Context: an optimization exercise on an open-source flow, tuned for small area and a short achievable clock period. The choices shown serve that exercise and are no tape-out recipe. In this exercise RTL edits were held to simulation tests only and were not proved equivalent to the original. No activity file was given, so power comes from the tool's default toggle rates.

## flow/design.v (module list and top-level ports; edited modules follow where they fit)
// module Adder: 40 lines
// module MUX: 9 lines
// module AOI222: 6 lines
// module AOI22: 6 lines
// module NAND4: 6 lines
// module NAND3: 6 lines
// module OR3: 6 lines
// module FA: 7 lines
// module HA: 7 lines
// module BENC: 8 lines
// module BPP: 6 lines
// module PGCELL: 7 lines
// module GCELL: 6 lines
// module XOR2: 6 lines
// module AND4: 6 lines
// module AND3: 6 lines
// module Shift_Left: 7 lines
// module Sign_Extend: 14 lines
// module PC: 15 lines
// module ALU: 14 lines
// module Multiplier: 553 lines
// module RF_Decode: 14 lines
// module RF_Read: 518 lines
// module Control_Unit: 105 lines
// module Data_Path: 109 lines
// module MIPS_Core: 75 lines
module MIPS_Core (
input  wire          Clk_M,
input  wire          Reset_M,
output wire  [31:0]  PC_M,
input  wire  [31:0]  Instr_M,
output wire          MemWrite_M,
output wire  [31:0]  ALUOut_M,
output wire  [31:0]  WriteData_M,
input  wire  [31:0]  ReadData_M
);
  // ...
==> flow/flow/run.sh <==
#!/bin/bash
# Layout: the standard flow (standard.sh) unchanged, except that ORFS's
# timing repair aims at a setup slack of 10 ns rather than 0, so that it keeps
# speeding up the critical paths past what the 22 ns clock needs. The SDC,
# the clock period and every other step are the standard ones.
set -euo pipefail
export SETUP_SLACK_MARGIN=10
bash standard.sh > standard.log 2>&1
==> flow/standard.sh <==
#!/bin/bash
# synth_recipe.tcl (not shown) runs the flow's synth.tcl, then flattens the netlist and writes it again
# the make line also repeats each setting of config.mk as NAME=value (left out here)
make -C /OpenROAD-flow-scripts/flow DESIGN_CONFIG=/design/flow/config.mk WORK_HOME=/design/flow/orfs CLKGATE_MAP_FILE= SYNTH_SCRIPT=/design/flow/synth_recipe.tcl "${@:-finish}"
==> flow/config.mk <==
export PLATFORM = sky130hd
export DESIGN_NAME = MIPS_Core
export DESIGN_NICKNAME = MIPS_Core
export VERILOG_FILES = /design/flow/design.v
export SDC_FILE = /design/flow/constraint.sdc
export NUM_CORES = 4
export LEC_CHECK = 0
export CAP_MARGIN = 20
export CORE_MARGIN = 2
export CORE_UTILIZATION = 30
export SLEW_MARGIN = 20
export SYNTH_HIERARCHICAL = 1
==> flow/constraint.sdc <==
create_clock -name core_clock -period 22.0 [get_ports {Clk_M}]
set_input_delay 4.4000 -clock core_clock [delete_from_list [all_inputs] [get_ports {Clk_M}]]
set_output_delay 4.4000 -clock core_clock [all_outputs]
set_load 0.01 [all_outputs]
==> results.py, run 1 <==
metrics = {
    "sta": {
        "rsz0062_at_grt": "yes",
        "slew_violations": 0,
        "layout_min_cycle_time_ns": 12.51,
        "hold_viol_final": 0,
    },
    "power": {
        "p_switching_mw": 1.75,
        "p_clk_mw": 1.92,
        "peakVddDrop_mv": 0.0689,
    },
    "logic_synthesis": {
        "synth_area_leaders": "edfxtp_1, a222oi_1, a22oi_2, fa_1, xnor2_1",
        "yosys-mux-area-fraction_pct": 0.0804,
        "ys_async_sr_fraction_pct": 5.71,
        "synth_commonest_cells": "edfxtp_1, a222oi_1, xnor2_1",
        "yosys.area.top_type": "edfxtp_1",
    },
    "worst_setup_path": {
        "rr_startpoint": "valid[2]$_DFFE_PN0P_",
        "slowest_delay_ns": 0.39,
        "crit_type": "in -> out",
    },
    "clocking": {
        "numClockSinks": 1086,
    },
    "flow_run": {
        "cap_viol_max_count": 0,
    },
    "die": {
        "num_rows": 167,
        "die_h_um": 459,
    },
    "run_status": {
        "outcome": "finished clean",
    },
    "drt": {
        "dr.pass1.iters": 13,
    },
    "final_layout": {
        "fin_cells": 7758,
        "largest-register": "mem",
        "num-nets-final": 5384,
    },
    "worst_hold_path": {
        "min_path_type": "reg -> reg",
    },
}
==> module Adder, before the edit <==
module Adder #(
parameter W = 32
)(
input  wire [W-1:0] A ,
input  wire [W-1:0] B ,
input  wire         Cin ,
output wire [W-1:0] C
) ;
localparam L = $clog2(W);
wire [W-1:0] g [0:L];
wire [W-1:0] p [0:L];
FA fa0 (.a(A[0]), .b(B[0]), .c(Cin), .s(C[0]), .co(g[0][0]));
assign p[0][0] = 1'b0;
genvar l, k;
generate
    for (k = 1; k < W; k = k + 1) begin : pg
        HA ha (.a(A[k]), .b(B[k]), .s(p[0][k]), .co(g[0][k]));
    end
    for (l = 0; l < L; l = l + 1) begin : lvl
        for (k = 0; k < W; k = k + 1) begin : bit_
            if (((k >> l) & 1) == 1) begin : comb
                localparam integer J = ((k >> l) << l) - 1;
                if (J < (1 << l)) begin : last
                    GCELL gc (.gh(g[l][k]), .ph(p[l][k]), .gl(g[l][J]), .g(g[l+1][k]));
                    assign p[l+1][k] = 1'b0;
                end else begin : mid
                    PGCELL pgc (.gh(g[l][k]), .ph(p[l][k]), .gl(g[l][J]), .pl(p[l][J]),
                                .g(g[l+1][k]), .p(p[l+1][k]));
                end
            end else begin : pass
                assign g[l+1][k] = g[l][k];
                assign p[l+1][k] = p[l][k];
            end
        end
    end
    for (k = 1; k < W; k = k + 1) begin : sum
        XOR2 x (.a(p[0][k]), .b(g[L][k-1]), .y(C[k]));
    end
endgenerate
endmodule
==> run 2: changes to the inputs <==
--- a/flow/design.v
+++ b/flow/design.v
@@ -6,37 +6,224 @@
 input  wire         Cin ,
 output wire [W-1:0] C
 ) ;
-localparam L = $clog2(W);
-wire [W-1:0] g [0:L];
-wire [W-1:0] p [0:L];
-FA fa0 (.a(A[0]), .b(B[0]), .c(Cin), .s(C[0]), .co(g[0][0]));
-assign p[0][0] = 1'b0;
-genvar l, k;
-generate
-    for (k = 1; k < W; k = k + 1) begin : pg
-        HA ha (.a(A[k]), .b(B[k]), .s(p[0][k]), .co(g[0][k]));
-    end
-    for (l = 0; l < L; l = l + 1) begin : lvl
-        for (k = 0; k < W; k = k + 1) begin : bit_
-            if (((k >> l) & 1) == 1) begin : comb
-                localparam integer J = ((k >> l) << l) - 1;
-                if (J < (1 << l)) begin : last
-                    GCELL gc (.gh(g[l][k]), .ph(p[l][k]), .gl(g[l][J]), .g(g[l+1][k]));
-                    assign p[l+1][k] = 1'b0;
-                end else begin : mid
-                    PGCELL pgc (.gh(g[l][k]), .ph(p[l][k]), .gl(g[l][J]), .pl(p[l][J]),
-                                .g(g[l+1][k]), .p(p[l+1][k]));
-                end
-            end else begin : pass
-                assign g[l+1][k] = g[l][k];
-                assign p[l+1][k] = p[l][k];
-            end
-        end
-    end
-    for (k = 1; k < W; k = k + 1) begin : sum
-        XOR2 x (.a(p[0][k]), .b(g[L][k-1]), .y(C[k]));
-    end
-endgenerate
+wire g1; FA fa0 (.a(A[0]), .b(B[0]), .c(Cin), .s(C[0]), .co(g1));
+wire g2, p3; HA ha1 (.a(A[1]), .b(B[1]), .s(p3), .co(g2));
+wire g4, p5; HA ha2 (.a(A[2]), .b(B[2]), .s(p5), .co(g4));
+wire g6, p7; HA ha3 (.a(A[3]), .b(B[3]), .s(p7), .co(g6));
+wire g8, p9; HA ha4 (.a(A[4]), .b(B[4]), .s(p9), .co(g8));
+wire g10, p11; HA ha5 (.a(A[5]), .b(B[5]), .s(p11), .co(g10));
+wire g12, p13; HA ha6 (.a(A[6]), .b(B[6]), .s(p13), .co(g12));
+wire g14, p15; HA ha7 (.a(A[7]), .b(B[7]), .s(p15), .co(g14));
+wire g16, p17; HA ha8 (.a(A[8]), .b(B[8]), .s(p17), .co(g16));
+wire g18, p19; HA ha9 (.a(A[9]), .b(B[9]), .s(p19), .co(g18));
+wire g20, p21; HA ha10 (.a(A[10]), .b(B[10]), .s(p21), .co(g20));
+wire g22, p23; HA ha11 (.a(A[11]), .b(B[11]), .s(p23), .co(g22));
+wire g24, p25; HA ha12 (.a(A[12]), .b(B[12]), .s(p25), .co(g24));
+wire g26, p27; HA ha13 (.a(A[13]), .b(B[13]), .s(p27), .co(g26));
+wire g28, p29; HA ha14 (.a(A[14]), .b(B[14]), .s(p29), .co(g28));
+wire g30, p31; HA ha15 (.a(A[15]), .b(B[15]), .s(p31), .co(g30));
+wire g32, p33; HA ha16 (.a(A[16]), .b(B[16]), .s(p33), .co(g32));
+wire g34, p35; HA ha17 (.a(A[17]), .b(B[17]), .s(p35), .co(g34));
+wire g36, p37; HA ha18 (.a(A[18]), .b(B[18]), .s(p37), .co(g36));
+wire g38, p39; HA ha19 (.a(A[19]), .b(B[19]), .s(p39), .co(g38));
+wire g40, p41; HA ha20 (.a(A[20]), .b(B[20]), .s(p41), .co(g40));
+wire g42, p43; HA ha21 (.a(A[21]), .b(B[21]), .s(p43), .co(g42));
+wire g44, p45; HA ha22 (.a(A[22]), .b(B[22]), .s(p45), .co(g44));
+wire g46, p47; HA ha23 (.a(A[23]), .b(B[23]), .s(p47), .co(g46));
+wire g48, p49; HA ha24 (.a(A[24]), .b(B[24]), .s(p49), .co(g48));
+wire g50, p51; HA ha25 (.a(A[25]), .b(B[25]), .s(p51), .co(g50));
+wire g52, p53; HA ha26 (.a(A[26]), .b(B[26]), .s(p53), .co(g52));
+wire g54, p55; HA ha27 (.a(A[27]), .b(B[27]), .s(p55), .co(g54));
+wire g56, p57; HA ha28 (.a(A[28]), .b(B[28]), .s(p57), .co(g56));
+wire g58, p59; HA ha29 (.a(A[29]), .b(B[29]), .s(p59), .co(g58));
+wire g60, p61; HA ha30 (.a(A[30]), .b(B[30]), .s(p61), .co(g60));
+wire g62, p63; HA ha31 (.a(A[31]), .b(B[31]), .s(p63), .co(g62));
+wire g64; AOI21 cg64 (.a1(p3), .a2(g1), .b(g2), .y(g64));
+wire g65; AOI21 cg65 (.a1(p7), .a2(g4), .b(g6), .y(g65));
+wire p66; NAND2 cp66 (.a(p7), .b(p5), .y(p66));
+wire g67; AOI21 cg67 (.a1(p11), .a2(g8), .b(g10), .y(g67));
+wire p68; NAND2 cp68 (.a(p11), .b(p9), .y(p68));
+wire g69; AOI21 cg69 (.a1(p15), .a2(g12), .b(g14), .y(g69));
+wire p70; NAND2 cp70 (.a(p15), .b(p13), .y(p70));
+wire g71; AOI21 cg71 (.a1(p19), .a2(g16), .b(g18), .y(g71));
+wire p72; NAND2 cp72 (.a(p19), .b(p17), .y(p72));
+wire g73; AOI21 cg73 (.a1(p23), .a2(g20), .b(g22), .y(g73));
+wire p74; NAND2 cp74 (.a(p23), .b(p21), .y(p74));
+wire g75; AOI21 cg75 (.a1(p27), .a2(g24), .b(g26), .y(g75));
+wire p76; NAND2 cp76 (.a(p27), .b(p25), .y(p76));
+wire g77; AOI21 cg77 (.a1(p31), .a2(g28), .b(g30), .y(g77));
+wire p78; NAND2 cp78 (.a(p31), .b(p29), .y(p78));
+wire g79; AOI21 cg79 (.a1(p35), .a2(g32), .b(g34), .y(g79));
+wire p80; NAND2 cp80 (.a(p35), .b(p33), .y(p80));
+wire g81; AOI21 cg81 (.a1(p39), .a2(g36), .b(g38), .y(g81));
+wire p82; NAND2 cp82 (.a(p39), .b(p37), .y(p82));
+wire g83; AOI21 cg83 (.a1(p43), .a2(g40), .b(g42), .y(g83));
+wire p84; NAND2 cp84 (.a(p43), .b(p41), .y(p84));
+wire g85; AOI21 cg85 (.a1(p47), .a2(g44), .b(g46), .y(g85));
+wire p86; NAND2 cp86 (.a(p47), .b(p45), .y(p86));
+wire g87; AOI21 cg87 (.a1(p51), .a2(g48), .b(g50), .y(g87));
+wire p88; NAND2 cp88 (.a(p51), .b(p49), .y(p88));
+wire g89; AOI21 cg89 (.a1(p55), .a2(g52), .b(g54), .y(g89));
+wire p90; NAND2 cp90 (.a(p55), .b(p53), .y(p90));
+wire g91; AOI21 cg91 (.a1(p59), .a2(g56), .b(g58), .y(g91));
+wire p92; NAND2 cp92 (.a(p59), .b(p57), .y(p92));
+wire g93; AOI21 cg93 (.a1(p63), .a2(g60), .b(g62), .y(g93));
+wire p94; NAND2 cp94 (.a(p63), .b(p61), .y(p94));
+wire i95; INV ivi95 (.a(g64), .y(i95));
+wire g96; AOI21 cg96 (.a1(p5), .a2(i95), .b(g4), .y(g96));
+wire g97; OAI21 cg97 (.a1(p66), .a2(g64), .b(g65), .y(g97));
+wire i98; INV ivi98 (.a(g67), .y(i98));
+wire i99; INV ivi99 (.a(p68), .y(i99));
+wire g100; AOI21 cg100 (.a1(p13), .a2(i98), .b(g12), .y(g100));
+wire p101; NAND2 cp101 (.a(p13), .b(i99), .y(p101));
+wire g102; OAI21 cg102 (.a1(p70), .a2(g67), .b(g69), .y(g102));
+wire p103; NOR2 cp103 (.a(p70), .b(p68), .y(p103));
+wire i104; INV ivi104 (.a(g71), .y(i104));
+wire i105; INV ivi105 (.a(p72), .y(i105));
+wire g106; AOI21 cg106 (.a1(p21), .a2(i104), .b(g20), .y(g106));
+wire p107; NAND2 cp107 (.a(p21), .b(i105), .y(p107));
+wire g108; OAI21 cg108 (.a1(p74), .a2(g71), .b(g73), .y(g108));
+wire p109; NOR2 cp109 (.a(p74), .b(p72), .y(p109));
+wire i110; INV ivi110 (.a(g75), .y(i110));
+wire i111; INV ivi111 (.a(p76), .y(i111));
+wire g112; AOI21 cg112 (.a1(p29), .a2(i110), .b(g28), .y(g112));
+wire p113; NAND2 cp113 (.a(p29), .b(i111), .y(p113));
+wire g114; OAI21 cg114 (.a1(p78), .a2(g75), .b(g77), .y(g114));
+wire p115; NOR2 cp115 (.a(p78), .b(p76), .y(p115));
+wire i116; INV ivi116 (.a(g79), .y(i116));
+wire i117; INV ivi117 (.a(p80), .y(i117));
+wire g118; AOI21 cg118 (.a1(p37), .a2(i116), .b(g36), .y(g118));
+wire p119; NAND2 cp119 (.a(p37), .b(i117), .y(p119));
+wire g120; OAI21 cg120 (.a1(p82), .a2(g79), .b(g81), .y(g120));
+wire p121; NOR2 cp121 (.a(p82), .b(p80), .y(p121));
+wire i122; INV ivi122 (.a(g83), .y(i122));
+wire i123; INV ivi123 (.a(p84), .y(i123));
+wire g124; AOI21 cg124 (.a1(p45), .a2(i122), .b(g44), .y(g124));
+wire p125; NAND2 cp125 (.a(p45), .b(i123), .y(p125));
+wire g126; OAI21 cg126 (.a1(p86), .a2(g83), .b(g85), .y(g126));
+wire p127; NOR2 cp127 (.a(p86), .b(p84), .y(p127));
+wire i128; INV ivi128 (.a(g87), .y(i128));
+wire i129; INV ivi129 (.a(p88), .y(i129));
+wire g130; AOI21 cg130 (.a1(p53), .a2(i128), .b(g52), .y(g130));
+wire p131; NAND2 cp131 (.a(p53), .b(i129), .y(p131));
+wire g132; OAI21 cg132 (.a1(p90), .a2(g87), .b(g89), .y(g132));
+wire p133; NOR2 cp133 (.a(p90), .b(p88), .y(p133));
+wire i134; INV ivi134 (.a(g91), .y(i134));
+wire i135; INV ivi135 (.a(p92), .y(i135));
+wire g136; AOI21 cg136 (.a1(p61), .a2(i134), .b(g60), .y(g136));
+wire p137; NAND2 cp137 (.a(p61), .b(i135), .y(p137));
+wire g138; OAI21 cg138 (.a1(p94), .a2(g91), .b(g93), .y(g138));
+wire p139; NOR2 cp139 (.a(p94), .b(p92), .y(p139));
+wire g140; AOI21 cg140 (.a1(p9), .a2(g97), .b(g8), .y(g140));
+wire i141; INV ivi141 (.a(g97), .y(i141));
+wire g142; OAI21 cg142 (.a1(p68), .a2(i141), .b(g67), .y(g142));
+wire g143; OAI21 cg143 (.a1(p101), .a2(i141), .b(g100), .y(g143));
+wire g144; AOI21 cg144 (.a1(p103), .a2(g97), .b(g102), .y(g144));
+wire g145; AOI21 cg145 (.a1(p25), .a2(g108), .b(g24), .y(g145));
+wire p146; NAND2 cp146 (.a(p25), .b(p109), .y(p146));
+wire i147; INV ivi147 (.a(g108), .y(i147));
+wire i148; INV ivi148 (.a(p109), .y(i148));
+wire g149; OAI21 cg149 (.a1(p76), .a2(i147), .b(g75), .y(g149));
+wire p150; NOR2 cp150 (.a(p76), .b(i148), .y(p150));
+wire g151; OAI21 cg151 (.a1(p113), .a2(i147), .b(g112), .y(g151));
+wire p152; NOR2 cp152 (.a(p113), .b(i148), .y(p152));
+wire g153; AOI21 cg153 (.a1(p115), .a2(g108), .b(g114), .y(g153));
+wire p154; NAND2 cp154 (.a(p115), .b(p109), .y(p154));
+wire g155; AOI21 cg155 (.a1(p41), .a2(g120), .b(g40), .y(g155));
+wire p156; NAND2 cp156 (.a(p41), .b(p121), .y(p156));
+wire i157; INV ivi157 (.a(g120), .y(i157));
+wire i158; INV ivi158 (.a(p121), .y(i158));
+wire g159; OAI21 cg159 (.a1(p84), .a2(i157), .b(g83), .y(g159));
+wire p160; NOR2 cp160 (.a(p84), .b(i158), .y(p160));
+wire g161; OAI21 cg161 (.a1(p125), .a2(i157), .b(g124), .y(g161));
+wire p162; NOR2 cp162 (.a(p125), .b(i158), .y(p162));
+wire g163; AOI21 cg163 (.a1(p127), .a2(g120), .b(g126), .y(g163));
+wire p164; NAND2 cp164 (.a(p127), .b(p121), .y(p164));
+wire g165; AOI21 cg165 (.a1(p57), .a2(g132), .b(g56), .y(g165));
+wire p166; NAND2 cp166 (.a(p57), .b(p133), .y(p166));
+wire i167; INV ivi167 (.a(g132), .y(i167));
+wire i168; INV ivi168 (.a(p133), .y(i168));
+wire g169; OAI21 cg169 (.a1(p92), .a2(i167), .b(g91), .y(g169));
+wire p170; NOR2 cp170 (.a(p92), .b(i168), .y(p170));
+wire g171; OAI21 cg171 (.a1(p137), .a2(i167), .b(g136), .y(g171));
+wire p172; NOR2 cp172 (.a(p137), .b(i168), .y(p172));
+wire g173; AOI21 cg173 (.a1(p139), .a2(g132), .b(g138), .y(g173));
+wire p174; NAND2 cp174 (.a(p139), .b(p133), .y(p174));
+wire i175; INV ivi175 (.a(g144), .y(i175));
+wire g176; AOI21 cg176 (.a1(p17), .a2(i175), .b(g16), .y(g176));
+wire g177; OAI21 cg177 (.a1(p72), .a2(g144), .b(g71), .y(g177));
+wire g178; OAI21 cg178 (.a1(p107), .a2(g144), .b(g106), .y(g178));
+wire g179; AOI21 cg179 (.a1(p109), .a2(i175), .b(g108), .y(g179));
+wire g180; OAI21 cg180 (.a1(p146), .a2(g144), .b(g145), .y(g180));
+wire g181; AOI21 cg181 (.a1(p150), .a2(i175), .b(g149), .y(g181));
+wire g182; AOI21 cg182 (.a1(p152), .a2(i175), .b(g151), .y(g182));
+wire g183; OAI21 cg183 (.a1(p154), .a2(g144), .b(g153), .y(g183));
+wire i184; INV ivi184 (.a(g163), .y(i184));
+wire i185; INV ivi185 (.a(p164), .y(i185));
+wire g186; AOI21 cg186 (.a1(p49), .a2(i184), .b(g48), .y(g186));
+wire p187; NAND2 cp187 (.a(p49), .b(i185), .y(p187));
+wire g188; OAI21 cg188 (.a1(p88), .a2(g163), .b(g87), .y(g188));
+wire p189; NOR2 cp189 (.a(p88), .b(p164), .y(p189));
+wire g190; OAI21 cg190 (.a1(p131), .a2(g163), .b(g130), .y(g190));
+wire p191; NOR2 cp191 (.a(p131), .b(p164), .y(p191));
+wire g192; AOI21 cg192 (.a1(p133), .a2(i184), .b(g132), .y(g192));
+wire p193; NAND2 cp193 (.a(p133), .b(i185), .y(p193));
+wire g194; OAI21 cg194 (.a1(p166), .a2(g163), .b(g165), .y(g194));
+wire p195; NOR2 cp195 (.a(p166), .b(p164), .y(p195));
+wire g196; AOI21 cg196 (.a1(p170), .a2(i184), .b(g169), .y(g196));
+wire p197; NAND2 cp197 (.a(p170), .b(i185), .y(p197));
+wire g198; AOI21 cg198 (.a1(p172), .a2(i184), .b(g171), .y(g198));
+wire p199; NAND2 cp199 (.a(p172), .b(i185), .y(p199));
+wire g200; OAI21 cg200 (.a1(p174), .a2(g163), .b(g173), .y(g200));
+wire p201; NOR2 cp201 (.a(p174), .b(p164), .y(p201));
+wire g202; AOI21 cg202 (.a1(p33), .a2(g183), .b(g32), .y(g202));
+wire i203; INV ivi203 (.a(g183), .y(i203));
+wire g204; OAI21 cg204 (.a1(p80), .a2(i203), .b(g79), .y(g204));
+wire g205; OAI21 cg205 (.a1(p119), .a2(i203), .b(g118), .y(g205));
+wire g206; AOI21 cg206 (.a1(p121), .a2(g183), .b(g120), .y(g206));
+wire g207; OAI21 cg207 (.a1(p156), .a2(i203), .b(g155), .y(g207));
+wire g208; AOI21 cg208 (.a1(p160), .a2(g183), .b(g159), .y(g208));
+wire g209; AOI21 cg209 (.a1(p162), .a2(g183), .b(g161), .y(g209));
+wire g210; OAI21 cg210 (.a1(p164), .a2(i203), .b(g163), .y(g210));
+wire g211; OAI21 cg211 (.a1(p187), .a2(i203), .b(g186), .y(g211));
+wire g212; AOI21 cg212 (.a1(p189), .a2(g183), .b(g188), .y(g212));
+wire g213; AOI21 cg213 (.a1(p191), .a2(g183), .b(g190), .y(g213));
+wire g214; OAI21 cg214 (.a1(p193), .a2(i203), .b(g192), .y(g214));
+wire g215; AOI21 cg215 (.a1(p195), .a2(g183), .b(g194), .y(g215));
+wire g216; OAI21 cg216 (.a1(p197), .a2(i203), .b(g196), .y(g216));
+wire g217; OAI21 cg217 (.a1(p199), .a2(i203), .b(g198), .y(g217));
+wire g218; AOI21 cg218 (.a1(p201), .a2(g183), .b(g200), .y(g218));
+XOR2 x1 (.a(p3), .b(g1), .y(C[1]));
+XNOR2 x2 (.a(p5), .b(g64), .y(C[2]));
+XNOR2 x3 (.a(p7), .b(g96), .y(C[3]));
+XOR2 x4 (.a(p9), .b(g97), .y(C[4]));
+XNOR2 x5 (.a(p11), .b(g140), .y(C[5]));
+XOR2 x6 (.a(p13), .b(g142), .y(C[6]));
+XOR2 x7 (.a(p15), .b(g143), .y(C[7]));
+XNOR2 x8 (.a(p17), .b(g144), .y(C[8]));
+XNOR2 x9 (.a(p19), .b(g176), .y(C[9]));
+XOR2 x10 (.a(p21), .b(g177), .y(C[10]));
+XOR2 x11 (.a(p23), .b(g178), .y(C[11]));
+XNOR2 x12 (.a(p25), .b(g179), .y(C[12]));
+XOR2 x13 (.a(p27), .b(g180), .y(C[13]));
+XNOR2 x14 (.a(p29), .b(g181), .y(C[14]));
+XNOR2 x15 (.a(p31), .b(g182), .y(C[15]));
+XOR2 x16 (.a(p33), .b(g183), .y(C[16]));
+XNOR2 x17 (.a(p35), .b(g202), .y(C[17]));
+XOR2 x18 (.a(p37), .b(g204), .y(C[18]));
+XOR2 x19 (.a(p39), .b(g205), .y(C[19]));
+XNOR2 x20 (.a(p41), .b(g206), .y(C[20]));
+XOR2 x21 (.a(p43), .b(g207), .y(C[21]));
+XNOR2 x22 (.a(p45), .b(g208), .y(C[22]));
+XNOR2 x23 (.a(p47), .b(g209), .y(C[23]));
+XOR2 x24 (.a(p49), .b(g210), .y(C[24]));
+XOR2 x25 (.a(p51), .b(g211), .y(C[25]));
+XNOR2 x26 (.a(p53), .b(g212), .y(C[26]));
+XNOR2 x27 (.a(p55), .b(g213), .y(C[27]));
+XOR2 x28 (.a(p57), .b(g214), .y(C[28]));
+XNOR2 x29 (.a(p59), .b(g215), .y(C[29]));
+XOR2 x30 (.a(p61), .b(g216), .y(C[30]));
+XOR2 x31 (.a(p63), .b(g217), .y(C[31]));
 endmodule
 module MUX #(
 parameter	M_WIDTH = 32
@@ -136,6 +323,42 @@
 );
 assign y = a & b & c;
 endmodule
+module AOI21 (
+input  wire a1, a2, b,
+output wire y
+);
+assign y = ~((a1 & a2) | b);
+endmodule
+module OAI21 (
+input  wire a1, a2, b,
+output wire y
+);
+assign y = ~((a1 | a2) & b);
+endmodule
+module NAND2 (
+input  wire a, b,
+output wire y
+);
+assign y = ~(a & b);
+endmodule
+module NOR2 (
+input  wire a, b,
+output wire y
+);
+assign y = ~(a | b);
+endmodule
+module INV (
+input  wire a,
+output wire y
+);
+assign y = ~a;
+endmodule
+module XNOR2 (
+input  wire a, b,
+output wire y
+);
+assign y = ~(a ^ b);
+endmodule
 module Shift_Left #(
 parameter	I_WIDTH = 32
 )(
--- a/flow/config.mk
+++ b/flow/config.mk
@@ -8,5 +8,7 @@
 export CAP_MARGIN = 20
 export CORE_MARGIN = 2
 export CORE_UTILIZATION = 30
+export CTS_CLUSTER_DIAMETER = 60
+export CTS_CLUSTER_SIZE = 25
 export SLEW_MARGIN = 20
 export SYNTH_HIERARCHICAL = 1
==> run 2 against run 1 <==
Effect of this change:
- core utilization shrank 1.1 points
- non-clock buffer count shrank 81
- via count shrank 0.35%
- maximum frequency grew 0.59%
- final cell count grew 0.61%
- clock power shrank 27%
- design area shrank 2.8%
- critical path depth grew 3
- clock-buffer cell count shrank 49
- synthesized cell count grew 3.1%
- sequential power is essentially flat
- largest power group unchanged
- highest routed layer unchanged
==> results.py, run 2 <==
metrics = {
    "placed_design": {
        "gp_congestion": 0.907,
        "post-dp-hpwl_um": 153000,
        "numPortBuffers": 160,
    },
    "clocking": {
        "ctsHtreeMaxLevel": 3,
        "hold_buffers": 0,
        "path_clk_slew_ns": 0.08,
        "cts_tree": "done",
        "cts_root_buffer": "clkbuf_16",
        "cts_max_path_buffers": 3,
        "numClockSinks": 1086,
        "insertion_delay_ns": 0.71,
        "cts-buffers-inserted": 66,
    },
    "logic_synthesis": {
        "synth_seq_cells": 1086,
        "synth_edf_count": 1024,
        "ys_async_sr_fraction_pct": 5.71,
        "yosysTopAreaCellShare_pct": 49.2,
        "synth_area_leaders": "edfxtp_1, a222oi_1, a22oi_2, fa_1, xnor2_1",
        "ys.flop_type": "edfxtp_1",
        "synth_area_per_cell_sq_um": 14.2,
        "yosysUniqueCellTypes": 82,
        "synth_area_sq_mm": 0.0625,
        "synth_commonest_cells": "edfxtp_1, a222oi_1, xnor2_1",
        "yosysMostFrequentCell": "edfxtp_1",
        "yosys.area.top_type": "edfxtp_1",
        "netlist_instances": 4413,
        "ys_seq_area_share_pct": 51.7,
        "synth_warnings": 7,
    },
    "final_layout": {
        "final_common_cell": "edfxtp_1",
        "area_delta_synth_final_pct": 21.0,
        "reg_top3": "mem (1024), valid (32), pc (30)",
        "layout-drive-gt1-share_pct": 26.7,
        "largest-register": "mem",
        "most-common-layout-cells": "edfxtp_1, a222oi_1, xnor2_1",
        "num-nets-final": 5393,
        "largest_reg_flops": 1024,
    },
    "drt": {
        "wire_per_inst_um": 34.0,
        "antenna_left": 0,
        "initialDrtViolationCount": 9799,
        "num_vias": 50243,
        "vias_per_cell": 6.44,
        "wl_um": 266000,
        "drc": 0,
        "dr.pass1.iters": 16,
    },
    "worst_setup_path": {
        "worstSetupStartpoint": "Instr_M[25]",
        "cp-end-kind": "primary output",
        "worstRegToRegCells": 28,
        "cp.required_ns": 17.60,
        "start_kind": "input port",
        "critPathCapture": "ALUOut_M[20]",
        "critPathArrivalTime_ns": 8.04,
        "r2r-end": "mem[0][31]$_DFFE_PP_",
        "crit_fanout": 16,
        "rr_startpoint": "valid[15]$_DFFE_PN0P_",
        "crit_type": "in -> out",
        "reg2reg_slack_ns": 13.44,
    },
    "run_status": {
        "outcome": "finished clean",
    },
    "sta": {
        "rsz0062_at_grt": "yes",
        "clock.fmax_ghz": 0.0804,
        "relSlewSlack_pct": 28.3,
        "fin_skew_ns": 0.0631,
        "fin_crit_sh_pct": 56.5,
        "worst_slew_pin_slew_ns": 1.07,
        "setup_tns_ns": 0,
        "hold_viol_final": 0,
        "layout_min_cycle_time_ns": 12.44,
        "setup_viol": 0,
        "slew_violations": 0,
        "hold_ws_ns": 0.516,
    },
    "die": {
        "io_pins": 163,
        "core-area_sq_mm": 0.207,
        "die_w_um": 460,
        "die_h_um": 460,
        "num_rows": 167,
        "initial_utilization_pct": 30.2,
        "die_area_sq_mm": 0.212,
    },
    "global_routing": {
        "grt_first_pass_wirelength_um": 368000,
        "grt_start_max_net_pins": 63,
        "grt.total_usage_pct": 24.2,
        "grt_pass1_vias": 49015,
        "antenna_found_initial": 9,
        "grt_overflow": 0,
    },
    "power": {
        "power_density_mw_per_mm2": 69.2,
        "total_power_mw": 5.23,
        "leakagePower_nw": 25.1,
        "peakVddDrop_mv": 0.0505,
    },
    "flow_run": {
        "cap_viol_max_count": 0,
    },
    "worst_hold_path": {
        "min_path_type": "reg -> reg",
    },
}
## run 2: cell types whose count changed in the layout (fill, tap and decap cells not counted), moves of 49 or more
| cell | delta |
|---|---|
| inv_1 | +72 |
| a21oi_2 | +122 |
| buf_4 | -53 |
| o21ai_1 | +79 |
| xnor2_1 | +51 |
| a21o_1 | -209 |
| nand2_1 | +97 |
| clkbuf_16 | -49 |
| and2_1 | -126 |
## run 2: final cells by class
cell class,instances,area [sq um]
Timing Repair Buffer,510,5310
Antenna cell,8,20.0
Clock inverter,37,499
Inverter,87,330
Fill cell,19548,131000
Tap cell,2788,3490
Clock buffer,76,1740
Multi-Input combinational cell,3213,31900
Sequential cell,1086,32300
## run 2: worst min path at each step
| stage | startpoint | endpoint | slack (ns) | cells past startpoint |
|---|---|---|---|---|
| after floorplan | valid[30]$_DFFE_PN0P_ | valid[30]$_DFFE_PN0P_ | 0.43 | 1 |
| after global placement | valid[19]$_DFFE_PN0P_ | valid[19]$_DFFE_PN0P_ | 0.49 | 1 |
| after detailed placement | valid[5]$_DFFE_PN0P_ | valid[5]$_DFFE_PN0P_ | 0.48 | 1 |
| after CTS | valid[17]$_DFFE_PN0P_ | valid[17]$_DFFE_PN0P_ | 0.51 | 1 |
| after global routing | valid[17]$_DFFE_PN0P_ | valid[17]$_DFFE_PN0P_ | 0.52 | 1 |
| final | valid[17]$_DFFE_PN0P_ | valid[17]$_DFFE_PN0P_ | 0.52 | 1 |
## run 2: through the flow
stage	utilization (%)	instances	cell area (sq um)	setup WS, ns
finish	36.5	7805	75600	9.56
global route	36.5	7802	75600	9.53
CTS	36.3	7779	75200	9.78
detailed placement	33.6	7511	69500	6.95
global placement	33.6	7510	69500	6.99
floorplan	-	4419	62800	10.00
## run 2: what timing repair did
action,4_1_cts,5_1_grt
gates cloned,42,0
pin swaps,175,20
gates resized for setup,568,61
endpoints found under the setup margin,672,438
setup buffers,113,18
## run 2: layer usage
metal | vias up | global-route usage (%) | routed length (um)
li1 | 20047 | - | -
met1 | 25377 | 29.1 | 91800
met2 | 3859 | 37.8 | 120000
met3 | 956 | 6.22 | 33200
met4 | 4 | 16.7 | 20900
met5 | - | 0 | 44
## run 2: Yosys stat by module, one instance, submodules excluded, excerpt
module | cells inside | times used
ALU | 36 | 1
HA | 1 | 122
NAND2 | 1 | 90
INV | 1 | 78
OAI21 | 1 | 90
FA | 1 | 199
AOI22 | 1 | 64
RF_Decode | 48 | 2
NOR2 | 1 | 45
NAND3 | 1 | 64
AND4 | 1 | 128
Multiplier | 61 | 1
## run 2: cell families (layout without fill, tap and decap cells)
| group | after synthesis | in the layout | share of synthesized area (%) |
|---|---|---|---|
| compound gates | 1450 | 1450 | 22.4 |
| flops | 1086 | 1086 | 51.7 |
| simple gates | 832 | 855 | 7.45 |
| xor+xnor | 526 | 526 | 7.46 |
| fa+ha+maj | 363 | 363 | 9.67 |
| buf+inv | 143 | 710 | 1.09 |
| mux | 11 | 11 | 0.222 |
| other cells | 2 | 16 | 0.0120 |
## run 2: power breakdown
part / switching [mW] / total (mW) / internal (mW)
registers: 0.0558 / 2.42 / 2.36
logic: 0.869 / 1.41 / 0.545
clock network: 0.768 / 1.40 / 0.635
## run 2: worst max-delay path, stage by stage
cell      delay, ns
buf_12         0.12
buf_4          0.14
nor3b_4        0.30
buf_4          0.24
and3_4         0.47
a222oi_1       0.17
and4_4         0.25
nand3_4        0.16
ha_4           0.24
a21oi_2        0.19
o21ai_4        0.09
a21oi_4        0.24
o21ai_4        0.08
buf_12         0.16
buf_4          0.14
buf_12         0.15
a21oi_4        0.14
xnor2_2        0.15
buf_2          0.17
==> module MIPS_Core, before the edit <==
module MIPS_Core (
input  wire          Clk_M,
input  wire          Reset_M,
output wire  [31:0]  PC_M,
input  wire  [31:0]  Instr_M,
output wire          MemWrite_M,
output wire  [31:0]  ALUOut_M,
output wire  [31:0]  WriteData_M,
input  wire  [31:0]  ReadData_M
);
wire [5:0]  op    = Instr_M[31:26];
wire [5:0]  funct = Instr_M[5:0];
wire [31:0] simm  = {{16{Instr_M[15]}}, Instr_M[15:0]};
wire is_r    = (op == 6'b00_0000);
wire is_addi = (op == 6'b00_1000);
wire is_lw   = (op == 6'b10_0011);
wire is_sw   = (op == 6'b10_1011);
wire is_beq  = (op == 6'b00_0100);
wire is_j    = (op == 6'b00_0010);
wire f_sub = (funct == 6'b10_0010);
wire f_slt = (funct == 6'b10_1010);
wire f_mul = (funct == 6'b01_1100);
wire        reg_write = is_r | is_addi | is_lw;
wire [4:0]  wr_addr   = is_r ? Instr_M[15:11] : Instr_M[20:16];
wire [31:0] rs_val, rt_val;
wire [31:0] wr_data;
reg [31:0] mem [0:31];
reg [31:0] valid;
always @(posedge Clk_M or negedge Reset_M)
    if (!Reset_M)
        valid <= 32'd0;
    else if (reg_write)
        valid[wr_addr] <= 1'b1;
always @(posedge Clk_M)
    if (reg_write)
        mem[wr_addr] <= wr_data;
wire [1023:0] mem_q;
genvar gi;
generate
    for (gi = 0; gi < 32; gi = gi + 1) begin : q_
        assign mem_q[32*gi +: 32] = mem[gi];
    end
endgenerate
wire [31:0] sel1, sel2;
RF_Decode Dec1 (.A(Instr_M[25:21]), .V(valid), .Sel(sel1));
RF_Decode Dec2 (.A(Instr_M[20:16]), .V(valid), .Sel(sel2));
RF_Read Rd1 (.Q(mem_q), .Sel(sel1), .RD(rs_val));
RF_Read Rd2 (.Q(mem_q), .Sel(sel2), .RD(rt_val));
wire [31:0] addr;
Adder #(.W(32)) AddrAdd (.A(rs_val), .B(simm), .Cin(1'b0), .C(addr));
wire        r_sub = f_sub | f_slt;
wire [31:0] sum, prod;
ALU Alu (
    .SrcA(rs_val),
    .SrcB(rt_val),
    .Sub(r_sub),
    .Sum(sum),
    .Prod(prod)
);
wire [31:0] other = is_lw ? ReadData_M : is_r ? (f_slt ? {31'd0, sum[31]} : sum) : addr;
assign ALUOut_M    = addr;
assign WriteData_M = rt_val;
assign MemWrite_M  = is_sw;
assign wr_data     = (is_r & f_mul) ? prod : other;
reg  [31:0] pc;
wire [31:0] pc4     = pc + 32'd4;
wire [31:0] pc_br   = pc4 + {simm[29:0], 2'b00};
wire        take_br = is_beq & (rs_val == rt_val);
wire [31:0] pc_next = is_j    ? {pc4[31:28], Instr_M[25:0], 2'b00} :
                      take_br ? pc_br : pc4;
always @(posedge Clk_M or negedge Reset_M)
    if (!Reset_M) pc <= 32'd0;
    else          pc <= pc_next;
assign PC_M = pc;
endmodule
==> run 3: changes to the inputs <==
--- a/flow/design.v
+++ b/flow/design.v
@@ -1758,7 +1758,7 @@
 RF_Read Rd2 (.Q(mem_q), .Sel(sel2), .RD(rt_val));
 wire [31:0] addr;
 Adder #(.W(32)) AddrAdd (.A(rs_val), .B(simm), .Cin(1'b0), .C(addr));
-wire        r_sub = f_sub | f_slt;
+wire        r_sub = is_beq | (is_r & (f_sub | f_slt));
 wire [31:0] sum, prod;
 ALU Alu (
     .SrcA(rs_val),
@@ -1767,11 +1767,13 @@
     .Sum(sum),
     .Prod(prod)
 );
-wire [31:0] other = is_lw ? ReadData_M : is_r ? (f_slt ? {31'd0, sum[31]} : sum) : addr;
-assign ALUOut_M    = addr;
+wire        use_addr = is_lw | is_sw | is_addi;
+wire [31:0] other = use_addr ? addr : (is_r & f_slt) ? {31'd0, sum[31]} : sum;
+wire [31:0] alu_out = (is_r & f_mul) ? prod : other;
+assign ALUOut_M    = alu_out;
 assign WriteData_M = rt_val;
 assign MemWrite_M  = is_sw;
-assign wr_data     = (is_r & f_mul) ? prod : other;
+assign wr_data     = (is_r & f_mul) ? prod : is_lw ? ReadData_M : other;
 reg  [31:0] pc;
 wire [31:0] pc4     = pc + 32'd4;
 wire [31:0] pc_br   = pc4 + {simm[29:0], 2'b00};
==> flow/flow/run.sh (replaced) <==
#!/bin/bash
# Layout: the standard flow (standard.sh) unchanged, except that ORFS's
# timing repair aims at a setup slack of 6 ns rather than 0, so that it keeps
# speeding up the critical paths past what the 22 ns clock needs. The SDC,
# the clock period and every other step are the standard ones.
set -euo pipefail
export SETUP_SLACK_MARGIN=6
bash standard.sh > standard.log 2>&1
==> run 3 against run 2 <==
Effect of this change:
- still clean on timing, DRC and antenna
- global-route usage down 1.2 points
- area after synthesis up 0.40%
- power up 9.5%
- sequential power about the same
- hold slack worse by 0.0077 ns
==> results.py, run 3 <==
metrics = {
    "logic_synthesis": {
        "synth_area_leaders": "edfxtp_1, a222oi_1, a22oi_2, fa_1, xnor2_1",
        "synth_commonest_cells": "edfxtp_1, a222oi_1, xnor2_1",
        "yosysMostFrequentCell": "edfxtp_1",
        "ys.flop_type": "edfxtp_1",
        "synth_edf_count": 1024,
        "ys_async_sr_fraction_pct": 5.71,
        "synth_area_sq_mm": 0.0627,
        "yosys.area.top_type": "edfxtp_1",
        "synth_warnings": 7,
        "yosysUniqueCellTypes": 77,
        "yosysTopAreaCellShare_pct": 49.0,
        "synth_seq_cells": 1086,
        "ys_seq_area_share_pct": 51.5,
        "synth_area_per_cell_sq_um": 13.9,
        "netlist_instances": 4501,
    },
    "die": {
        "die_area_sq_mm": 0.213,
        "die_w_um": 461,
        "core-area_sq_mm": 0.207,
        "initial_utilization_pct": 30.2,
        "die_h_um": 461,
        "io_pins": 163,
        "num_rows": 167,
    },
    "global_routing": {
        "met1_usage_pct": 29.2,
        "met2_usage_pct": 35.1,
        "antenna_found_initial": 9,
        "grt_first_pass_wirelength_um": 355000,
        "grt_start_max_net_pins": 63,
        "met3_usage_pct": 7.11,
        "grt.total_usage_pct": 22.9,
        "grt_pass1_vias": 48826,
        "grt_overflow": 0,
        "grt-busiest-layer": "met2",
    },
    "final_layout": {
        "largest-register": "mem",
        "layout-drive-gt1-share_pct": 27.9,
        "largest_reg_flops": 1024,
        "fin_cells": 7973,
        "area_delta_synth_final_pct": 23.5,
        "most-common-layout-cells": "edfxtp_1, a222oi_1, xnor2_1",
        "final_common_cell": "edfxtp_1",
        "reg_top3": "mem (1024), valid (32), pc (30)",
        "num-nets-final": 5534,
    },
    "drt": {
        "antenna_left": 0,
        "wire_per_inst_um": 31.8,
        "dr.pass1.iters": 13,
        "wl_um": 254000,
        "initialDrtViolationCount": 9646,
        "vias_per_cell": 6.31,
        "drc": 0,
        "num_vias": 50313,
    },
    "placed_design": {
        "gp_congestion": 0.905,
        "dp_cells": 7605,
        "place_ws_ns": 3.23,
        "numPortBuffers": 160,
        "post-dp-hpwl_um": 158000,
    },
    "clocking": {
        "cts-buffers-inserted": 90,
        "hold_buffers": 0,
        "numClockSinks": 1086,
        "path_clk_slew_ns": 0.08,
        "insertion_delay_ns": 0.71,
        "cts_tree": "done",
        "cts_root_buffer": "clkbuf_16",
        "cts_max_path_buffers": 3,
        "ctsHtreeMaxLevel": 3,
    },
    "worst_setup_path": {
        "cpMaxStageDelayCell": "fa_1",
        "crit_top_cell": "fa_1",
        "cp-end-kind": "primary output",
        "crit_fanout": 16,
        "crit_type": "in -> out",
        "critPathArrivalTime_ns": 11.65,
        "start_kind": "input port",
        "slowest_delay_ns": 0.55,
        "cp.required_ns": 17.60,
        "reg2reg_slack_ns": 14.06,
        "r2r-end": "mem[19][31]$_DFFE_PP_",
        "rr_startpoint": "valid[12]$_DFFE_PN0P_",
        "worstRegToRegCells": 29,
    },
    "sta": {
        "fin_crit_sh_pct": 73.0,
        "setup_viol": 0,
        "hold_viol_final": 0,
        "layout_min_cycle_time_ns": 16.05,
        "relSlewSlack_pct": 25.1,
        "worst_slack_ns": 5.95,
        "clock.fmax_ghz": 0.0623,
        "worst_slew_pin_slew_ns": 1.12,
        "fin_skew_ns": 0.0537,
        "setup_tns_ns": 0,
        "rsz0062_at_grt": "yes",
        "slew_violations": 0,
    },
    "power": {
        "peakVddDrop_mv": 0.0587,
        "leakagePower_nw": 26.7,
        "power_density_mw_per_mm2": 74.0,
    },
    "worst_hold_path": {
        "min_path_cells": 1,
        "min_path_type": "reg -> reg",
        "hp-start": "valid[1]$_DFFE_PN0P_",
        "min_to": "valid[1]$_DFFE_PN0P_",
    },
    "run_status": {
        "outcome": "finished clean",
    },
    "flow_run": {
        "cap_viol_max_count": 0,
    },
}
-- run 3: changes by cell type after synthesis, moves of 15 or more --
cell,delta
a21o_1,-16
a222oi_1,-32
and3_1,+27
o21ai_0,+34
a21oi_1,+63
a31o_2,+15
nor2_1,-18
nand2_1,+17
xnor2_1,-18
xor2_1,+22
-- run 3: per-stage QoR --
| step | power (mW) | instance area, sq um | hold slack, ns | util, % |
|---|---|---|---|---|
| after CTS | 5.62 | 75900 | 0.500 | 36.6 |
| after floorplan | 3.25 | 62900 | 0.433 | - |
| after global routing | 5.93 | 77500 | 0.514 | 37.3 |
| final | 5.73 | 77500 | 0.508 | 37.3 |
| after detailed placement | 3.74 | 69800 | 0.482 | 33.6 |
| after global placement | 3.73 | 69700 | 0.478 | 33.6 |
-- run 3: Yosys stat by module (local to each module, per instance), excerpt --
module,cells inside,flip-flops and latches
Multiplier,61,0
AND3,1,0
HA,1,0
AOI21,1,0
XNOR2,1,0
AOI222,1,0
FA,1,0
-- run 3: kinds of logic (layout without fill, tap and decap cells) --
| logic type | count (synthesis) | count (layout) | share of synthesized area, % |
|---|---|---|---|
| mux | 9 | 9 | 0.191 |
| xor+xnor | 530 | 530 | 7.49 |
| buf+inv | 151 | 824 | 1.11 |
| flops | 1086 | 1086 | 51.5 |
| fa+ha+maj | 363 | 363 | 9.63 |
| other cells | 2 | 12 | 0.0120 |
| simple gates | 860 | 860 | 7.68 |
| compound gates | 1500 | 1501 | 22.4 |
-- run 3: cell type report --
type | count | area [sq um]
fill | 19556 | 130000
sequential | 1086 | 32300
multi-input combinational | 3271 | 31800
timing repair buffer | 567 | 6170
tap | 2788 | 3490
clock buffer | 95 | 2340
clock inverter | 73 | 993
inverter | 89 | 340
antenna | 4 | 10.0
-- run 3: report_power, final --
group | internal (mW) | total (mW) | switching, mW
Sequential | 2.35 | 2.39 | 0.0470
Combinational | 0.621 | 1.55 | 0.926
Clock | 0.876 | 1.79 | 0.913
Total | 3.84 | 5.73 | 1.89
-- run 3: worst max-delay path: cells and delay by family --
family	cells	cell delay (ns)
fa+ha+maj	7	3.21
simple gates	8	1.32
buf+inv	8	1.35
xor+xnor	2	0.43
compound gates	5	0.90
-- run 3: routing by layer --
layer  vias to the layer above  share of wire (%)
li1                      20440                  -
met1                     25349                 37
met2                      3806                 44
met3                       706                 14
met4                        12                5.6
met5                         -              0.039
-- run 3: worst max path at each step --
stage                     depth (start not counted)        start            to  slack, ns
after floorplan                                  25  Instr_M[21]  ALUOut_M[30]       6.01
after CTS                                        30  Instr_M[24]  ALUOut_M[30]       5.93
final                                            30  Instr_M[24]  ALUOut_M[31]       5.95
after global placement                           29  Instr_M[22]  ALUOut_M[30]       3.29
after global routing                             31  Instr_M[21]  ALUOut_M[31]       5.84
after detailed placement                         29  Instr_M[22]  ALUOut_M[30]       3.23
-- run 3: repair_timing --
item | 4_1_cts | 5_1_grt
pin swaps | 102 | 123
setup buffers | 109 | 65
gates cloned | 13 | 9
setup endpoints to repair | 27 | 17
hold endpoints to repair | 0 | 0
gates resized for setup | 454 | 201
==> run 4: changes to the inputs <==
==> flow/flow/run.sh (replaced) <==
#!/bin/bash
# Layout: the standard flow (standard.sh), with three changes in how the
# layout is made. The SDC, the clock period and every step's script are the
# standard ones.
#  * ORFS's timing repair aims at a setup slack of 6 ns rather than 0, so that
#    it keeps speeding up the critical paths past what the 22 ns clock needs.
#  * Port buffering (still on every input and output) starts from buf_1; the
#    repair upsizes the ones on critical paths.
#  * After the standard synthesis, the a22oi/a21oi/o22ai gates that ABC sized
#    up to drive strength 2 start at strength 1; the repair upsizes the ones
#    on critical paths. Registers are not touched.
set -euo pipefail
ARGS=(SETUP_SLACK_MARGIN=6 "BUFFER_PORTS_ARGS=-buffer_cell sky130_fd_sc_hd__buf_1")
bash standard.sh "${ARGS[@]}" synth > synth.log 2>&1
NET=orfs/results/$FLOW_PLATFORM/MIPS_Core/base/1_2_yosys.v
sed -i -E 's/sky130_fd_sc_hd__(a22oi|a21oi|o22ai)_2 /sky130_fd_sc_hd__\1_1 /' "$NET"
touch "$NET"
bash standard.sh "${ARGS[@]}" finish > layout.log 2>&1
==> run 4 against run 3 <==
Effect of this change:
- flip-flop and latch count is the same
- largest cell class unchanged
- via count grew 1.4%
- design area shrank 4.0%
- clock skew grew 0.012 ns
- core utilization shrank 0.18 points
- sequential share of layout area grew 1.8 points
- still clean on timing, DRC and antenna
- final cell count shrank 1.7%
- critical path type unchanged
- combinational power shrank 6%
==> results.py, run 4 <==
metrics = {
    "final_layout": {
        "area_delta_synth_final_pct": 22.8,
        "fin_cells": 7838,
        "seq_area_sq_mm": 0.0323,
        "fillers": 18921,
        "final_area_sq_mm": 0.0743,
        "largest_reg_flops": 1024,
        "num-nets-final": 5554,
        "multi_input_area_sq_mm": 0.0299,
        "reg_top3": "mem (1024), valid (32), pc (30)",
        "layout-drive-gt1-share_pct": 19.4,
        "largest-register": "mem",
        "final_common_cell": "edfxtp_1",
        "most-common-layout-cells": "edfxtp_1, a222oi_1, xnor2_1",
    },
    "die": {
        "die_w_um": 453,
        "core-area_sq_mm": 0.200,
        "die_h_um": 453,
        "num_rows": 164,
        "initial_utilization_pct": 30.3,
        "io_pins": 163,
        "die_area_sq_mm": 0.205,
    },
    "clocking": {
        "cts_max_path_buffers": 3,
        "cts-buffers-inserted": 71,
        "cts_tree": "done",
        "cts_root_buffer": "clkbuf_16",
        "path_clk_slew_ns": 0.07,
        "numClockSinks": 1086,
        "ctsHtreeMaxLevel": 3,
        "hold_buffers": 0,
        "insertion_delay_ns": 0.71,
    },
    "sta": {
        "relSlewSlack_pct": 30.2,
        "setup_viol": 0,
        "worst_slew_pin_slew_ns": 1.04,
        "hold_viol_final": 0,
        "fin_skew_ns": 0.0653,
        "setup_tns_ns": 0,
        "worst_slack_ns": 5.93,
        "slew_violations": 0,
        "fin_crit_sh_pct": 73.1,
        "rsz0062_at_grt": "yes",
        "clock.fmax_ghz": 0.0622,
        "layout_min_cycle_time_ns": 16.07,
    },
    "worst_setup_path": {
        "rr_startpoint": "valid[8]$_DFFE_PN0P_",
        "cp.required_ns": 17.60,
        "slowest_delay_ns": 0.54,
        "cp-end-kind": "primary output",
        "crit_type": "in -> out",
        "start_kind": "input port",
        "reg2reg_slack_ns": 14.15,
        "path_buf_inv": 7,
        "critPathArrivalTime_ns": 11.67,
        "crit_top_cell": "fa_1",
        "crit_fanout": 16,
        "worstRegToRegCells": 28,
        "r2r-end": "mem[11][31]$_DFFE_PP_",
        "crit_family": "adder cells",
        "cpMaxStageDelayCell": "fa_1",
    },
    "global_routing": {
        "antenna_found_initial": 1,
        "grt_pass1_vias": 48766,
        "grt_start_max_net_pins": 63,
        "grt_first_pass_wirelength_um": 352000,
        "grt.total_usage_pct": 23.6,
        "grt_overflow": 0,
    },
    "worst_hold_path": {
        "min_path_type": "reg -> reg",
        "hp-start": "valid[20]$_DFFE_PN0P_",
        "min_to": "valid[20]$_DFFE_PN0P_",
        "min_path_cells": 1,
    },
    "logic_synthesis": {
        "synth_area_sq_mm": 0.0605,
        "synth_area_per_cell_sq_um": 13.4,
        "netlist_instances": 4501,
        "synth_warnings": 7,
    },
    "power": {
        "pwr-share-comb_pct": 27.3,
        "leakagePower_nw": 26.0,
        "power_density_mw_per_mm2": 72.2,
        "peakVddDrop_mv": 0.0547,
        "p_seq_share_pct": 44.6,
        "pwr-share-clk_pct": 28.2,
        "internal_power_mw": 3.63,
        "switching_share_pct": 32.4,
        "p_switching_mw": 1.74,
    },
    "placed_design": {
        "post_dp_cell_area_sq_mm": 0.0662,
        "dp_cells": 7457,
        "gp_congestion": 0.921,
        "place_ws_ns": 3.54,
        "post-dp-hpwl_um": 149000,
        "numPortBuffers": 160,
    },
    "drt": {
        "vias_per_cell": 6.51,
        "wire_per_inst_um": 32.9,
        "dr.pass1.iters": 13,
        "antenna_left": 0,
        "drc": 0,
        "initialDrtViolationCount": 10407,
        "wl_um": 258000,
        "num_vias": 51012,
    },
    "run_status": {
        "outcome": "finished clean",
    },
    "flow_run": {
        "cap_viol_max_count": 0,
    },
}
[run 4: cell count changes in the layout (fill, tap and decap cells not counted), sizes merged, moves of 2 or more]
cell           change
buf              +159
clkdlybuf4s50    -133
inv               -28
clkbuf            -15
and3               +8
bufbuf             +7
bufinv             +3
dlygate4sd2        -3
clkdlybuf4s15      -2
clkinvlp           +2
nand3              +2
[run 4: how the worst max path moves through the flow]
stage | startpoint | endpoint | slack [ns] | depth (start not counted)
floorplan | Instr_M[21] | ALUOut_M[31] | 6.08 | 24
global placement | Instr_M[25] | ALUOut_M[25] | 3.67 | 27
detailed placement | Instr_M[22] | ALUOut_M[25] | 3.54 | 27
CTS | Instr_M[22] | ALUOut_M[25] | 5.98 | 30
global route | Instr_M[24] | ALUOut_M[25] | 5.76 | 31
finish | Instr_M[21] | ALUOut_M[31] | 5.93 | 30
[run 4: power groups by stage]
stage                     Combinational (mW)  Clock (mW)  Sequential (mW)
after floorplan                        0.758           0             2.44
after global placement                  1.17           0             2.43
after detailed placement                1.18           0             2.43
after CTS                               1.33        1.52             2.39
after global routing                    1.56        1.59             2.40
final                                   1.46        1.51             2.39
[run 4: area by class of cell]
| type | instances | area share [%] |
|---|---|---|
| Sequential cell | 1086 | 43.4 |
| Clock buffer | 77 | 2.51 |
| Inverter | 89 | 0.454 |
| Antenna cell | 3 | 0.0101 |
| Multi-Input combinational cell | 3280 | 40.2 |
| Tap cell | 2656 | 4.47 |
| Timing Repair Buffer | 597 | 7.91 |
| Clock inverter | 50 | 0.959 |
[run 4: through the flow]
stage               hold WS (ns)  utilization (%)  power [mW]
finish                     0.489             37.2        5.37
detailed placement         0.466             33.1        3.62
CTS                        0.482             36.2        5.23
floorplan                  0.433                -        3.20
global route               0.514             37.2        5.54
global placement           0.466             33.1        3.61
[run 4: what timing repair did]
| action | 4_1_cts | 5_1_grt |
|---|---|---|
| resized for setup | 407 | 218 |
| setup endpoints to repair | 23 | 15 |
| gates cloned | 31 | 17 |
| buffers inserted | 125 | 77 |
| pin swaps | 110 | 137 |
| hold endpoints to repair | 0 | 0 |
[run 4: per-layer routing]
layer  GRT usage (%)  wire (um)  vias to the layer above
met3            6.59      35800                      842
met1            29.4      91300                    25611
met5               0          7                        -
met4            13.2      16300                        2
li1                -          -                    20452
met2            36.7     114000                     4105
==> run 5: changes to the inputs <==
--- a/flow/design.v
+++ b/flow/design.v
@@ -1758,7 +1758,7 @@
 RF_Read Rd2 (.Q(mem_q), .Sel(sel2), .RD(rt_val));
 wire [31:0] addr;
 Adder #(.W(32)) AddrAdd (.A(rs_val), .B(simm), .Cin(1'b0), .C(addr));
-wire        r_sub = is_beq | (is_r & (f_sub | f_slt));
+wire        r_sub = f_sub | f_slt;
 wire [31:0] sum, prod;
 ALU Alu (
     .SrcA(rs_val),
@@ -1767,13 +1767,11 @@
     .Sum(sum),
     .Prod(prod)
 );
-wire        use_addr = is_lw | is_sw | is_addi;
-wire [31:0] other = use_addr ? addr : (is_r & f_slt) ? {31'd0, sum[31]} : sum;
-wire [31:0] alu_out = (is_r & f_mul) ? prod : other;
-assign ALUOut_M    = alu_out;
+wire [31:0] other = is_lw ? ReadData_M : is_r ? (f_slt ? {31'd0, sum[31]} : sum) : addr;
+assign ALUOut_M    = addr;
 assign WriteData_M = rt_val;
 assign MemWrite_M  = is_sw;
-assign wr_data     = (is_r & f_mul) ? prod : is_lw ? ReadData_M : other;
+assign wr_data     = (is_r & f_mul) ? prod : other;
 reg  [31:0] pc;
 wire [31:0] pc4     = pc + 32'd4;
 wire [31:0] pc_br   = pc4 + {simm[29:0], 2'b00};
==> flow/flow/run.sh (replaced) <==
#!/bin/bash
# Layout: the standard flow (standard.sh), with three changes in how the
# layout is made. The SDC, the clock period and every step's script are the
# standard ones.
#  * ORFS's timing repair aims at a setup slack of 10 ns rather than 0, so that
#    it keeps speeding up the critical paths past what the 22 ns clock needs.
#  * Port buffering (still on every input and output) starts from buf_1; the
#    repair upsizes the ones on critical paths.
#  * After the standard synthesis, the a22oi/a21oi/o22ai gates that ABC sized
#    up to drive strength 2 start at strength 1; the repair upsizes the ones
#    on critical paths. Registers are not touched.
set -euo pipefail
ARGS=(SETUP_SLACK_MARGIN=10 "BUFFER_PORTS_ARGS=-buffer_cell sky130_fd_sc_hd__buf_1")
bash standard.sh "${ARGS[@]}" synth > synth.log 2>&1
NET=orfs/results/$FLOW_PLATFORM/MIPS_Core/base/1_2_yosys.v
sed -i -E 's/sky130_fd_sc_hd__(a22oi|a21oi|o22ai)_2 /sky130_fd_sc_hd__\1_1 /' "$NET"
touch "$NET"
bash standard.sh "${ARGS[@]}" finish > layout.log 2>&1
==> run 5 against run 4 <==
Effect of this change:
- still clean
- final cell count fell by 2.1%
- first-iteration DRC count rose by 5.4%
- clock-buffer cell count rose by 6
- register-to-register slack got worse by 0.35 ns
- routed wire length fell by 1.3%
- die area fell by 0.40%
- sequential power barely moved
- power fell by 0.81%
- largest cell class unchanged
==> results.py, run 5 <==
metrics = {
    "run_status": {
        "outcome": "finished clean",
    },
    "logic_synthesis": {
        "synth_area_sq_mm": 0.0603,
        "netlist_instances": 4413,
        "synth_warnings": 7,
        "synth_area_per_cell_sq_um": 13.7,
    },
    "final_layout": {
        "area_delta_synth_final_pct": 21.4,
        "layout-drive-gt1-share_pct": 18.1,
        "fin_util_pct": 36.7,
        "final_common_cell": "edfxtp_1",
        "reg_top3": "mem (1024), valid (32), pc (30)",
        "num-nets-final": 5383,
        "largest-register": "mem",
        "most-common-layout-cells": "edfxtp_1, a222oi_1, xnor2_1",
        "largest_reg_flops": 1024,
    },
    "clocking": {
        "ctsHtreeMaxLevel": 3,
        "cts-buffers-inserted": 76,
        "cts_tree": "done",
        "hold_buffers": 0,
        "insertion_delay_ns": 0.74,
        "cts_root_buffer": "clkbuf_16",
        "numClockSinks": 1086,
        "cts_max_path_buffers": 3,
        "path_clk_slew_ns": 0.07,
    },
    "sta": {
        "worst_slew_pin_slew_ns": 0.989,
        "rsz0062_at_grt": "yes",
        "setup_viol": 0,
        "fin_crit_sh_pct": 55.8,
        "clock.fmax_ghz": 0.0815,
        "hold_viol_final": 0,
        "relSlewSlack_pct": 34.0,
        "setup_tns_ns": 0,
        "fin_skew_ns": 0.0682,
        "slew_violations": 0,
        "layout_min_cycle_time_ns": 12.27,
    },
    "power": {
        "peakVddDrop_mv": 0.0570,
        "leakagePower_nw": 25.0,
        "power_density_mw_per_mm2": 72.7,
    },
    "worst_setup_path": {
        "start_kind": "input port",
        "cp.required_ns": 17.60,
        "cp-end-kind": "primary output",
        "crit_fanout": 7,
        "reg2reg_slack_ns": 13.80,
        "crit_type": "in -> out",
        "critPathArrivalTime_ns": 7.87,
    },
    "die": {
        "initial_utilization_pct": 30.2,
        "die_area_sq_mm": 0.205,
        "die_h_um": 452,
        "core-area_sq_mm": 0.200,
        "num_rows": 164,
        "io_pins": 163,
        "die_w_um": 452,
    },
    "worst_hold_path": {
        "min_path_type": "reg -> reg",
    },
    "global_routing": {
        "antenna_found_initial": 7,
        "grt_overflow": 0,
        "grt_start_max_net_pins": 63,
        "grt_pass1_vias": 47683,
        "grt_first_pass_wirelength_um": 353000,
        "grt.total_usage_pct": 23.7,
    },
    "drt": {
        "num_vias": 50142,
        "wire_per_inst_um": 33.2,
        "vias_per_cell": 6.53,
        "dr.pass1.iters": 13,
        "initialDrtViolationCount": 10971,
        "antenna_left": 0,
        "drc": 0,
        "wl_um": 255000,
    },
    "placed_design": {
        "gp_congestion": 0.930,
        "numPortBuffers": 160,
        "post-dp-hpwl_um": 152000,
    },
    "flow_run": {
        "cap_viol_max_count": 0,
    },
}
-- run 5: power by group --
| group | leakage [nW] | internal (mW) | switching [mW] |
|---|---|---|---|
| clock | 1.34 | 0.770 | 0.829 |
| combinational | 13.6 | 0.484 | 0.835 |
| sequential | 10.0 | 2.36 | 0.0454 |
| total | 25.0 | 3.61 | 1.71 |
-- run 5: routing by layer --
layer  up-vias  wire (um)  GRT usage (%)
li1      20033          -              -
met3       886      33800           6.74
met5         -         43              0
met4         6      17700           13.9
met2      4117     116000           37.4
met1     25100      87300           28.9
-- run 5: path summary, 6_finish.rpt --
check                                      start               endpoint  cells after the start
max                                  Instr_M[25]           ALUOut_M[23]                     17
min                        valid[10]$_DFFE_PN0P_  valid[10]$_DFFE_PN0P_                      1
max reg2reg                 valid[3]$_DFFE_PN0P_   mem[1][28]$_DFFE_PP_                     26
min reg2reg                valid[10]$_DFFE_PN0P_  valid[10]$_DFFE_PN0P_                      1
max in group asynchronous                Reset_M  valid[13]$_DFFE_PN0P_                      2
min in group asynchronous                Reset_M       pc[28]$_DFF_PN0_                      2
-- run 5: cell type report --
class | count | area (sq um)
Fill cell | 18799 | 126000
Sequential cell | 1086 | 32300
Multi-Input combinational cell | 3193 | 29600
Timing Repair Buffer | 510 | 4890
Tap cell | 2656 | 3320
Clock buffer | 83 | 1960
Clock inverter | 55 | 818
Inverter | 87 | 334
Antenna cell | 6 | 15.0
-- run 5: what timing repair did --
| action | CTS | global route |
|---|---|---|
| setup buffers | 79 | 23 |
| cloned | 38 | 2 |
| pin swaps | 181 | 32 |
| setup endpoints to repair | 480 | 380 |
| resized for setup | 478 | 82 |
-- run 5: stage by stage --
| step | cell area, sq um | setup slack (ns) | hold slack (ns) | instances | power [mW] |
|---|---|---|---|---|---|
| after floorplan | 60500 | 10.01 | 0.433 | 4419 | 3.22 |
| after global placement | 66100 | 7.68 | 0.491 | 7389 | 3.63 |
| after detailed placement | 66100 | 7.62 | 0.479 | 7389 | 3.65 |
| after CTS | 72700 | 9.87 | 0.504 | 7644 | 5.28 |
| after global routing | 73200 | 9.69 | 0.516 | 7670 | 5.51 |
| final | 73200 | 9.73 | 0.502 | 7676 | 5.32 |
-- run 5: critical path: stages --
cell and delay (ns):
buf_12 0.12, and3b_2 0.24, and3_4 0.24, buf_12 0.16, a222oi_1 0.46, and3_4 0.31, nand3_4 0.12, fa_2 0.39
a21oi_4 0.20, o21ai_4 0.08, a21oi_4 0.23, o21ai_4 0.10, buf_12 0.16, buf_12 0.15, a21oi_4 0.16, xnor2_2 0.15
buf_2 0.17

==> re-timing with driven ports <==
How much do the figures lean on ideal ports? The routed layouts below were timed once more, with nothing changed but the port constraints. Step 1, drivers: a clkbuf_16 drives Clk_M and a buf_2 each remaining input, both assumed. Step 2 adds t to the input delays and takes it off the output delays; t is the mean of the earliest and latest rising clock arrival at the registers after step 1. Input paths then give back, and output paths get back, about the clock's delay inside the block. Slacks: ideal / step 1 / step 2; pairs: ideal / step 1.
run | t, ns | setup WS [ns] | worst setup path after step 2 | worst data-port slew with drivers (ns)
run 1 | 0.838 | 9.492 / 9.241 / 9.203 | input to register | 0.29
run 2 | 0.748 | 9.565 / 9.409 / 9.146 | input to register | 0.19
run 3 | 0.767 | 5.949 / 5.837 / 5.837 | input to output | 0.14
run 4 | 0.755 | 5.925 / 5.822 / 5.822 | input to output | 0.13
run 5 | 0.788 | 9.727 / 9.569 / 9.349 | input to register | 0.19
After both steps every run listed still meets setup and hold. The setup slack of run 2, which loses most, moves by -0.156 ns with the drivers and by -0.419 ns with both steps.
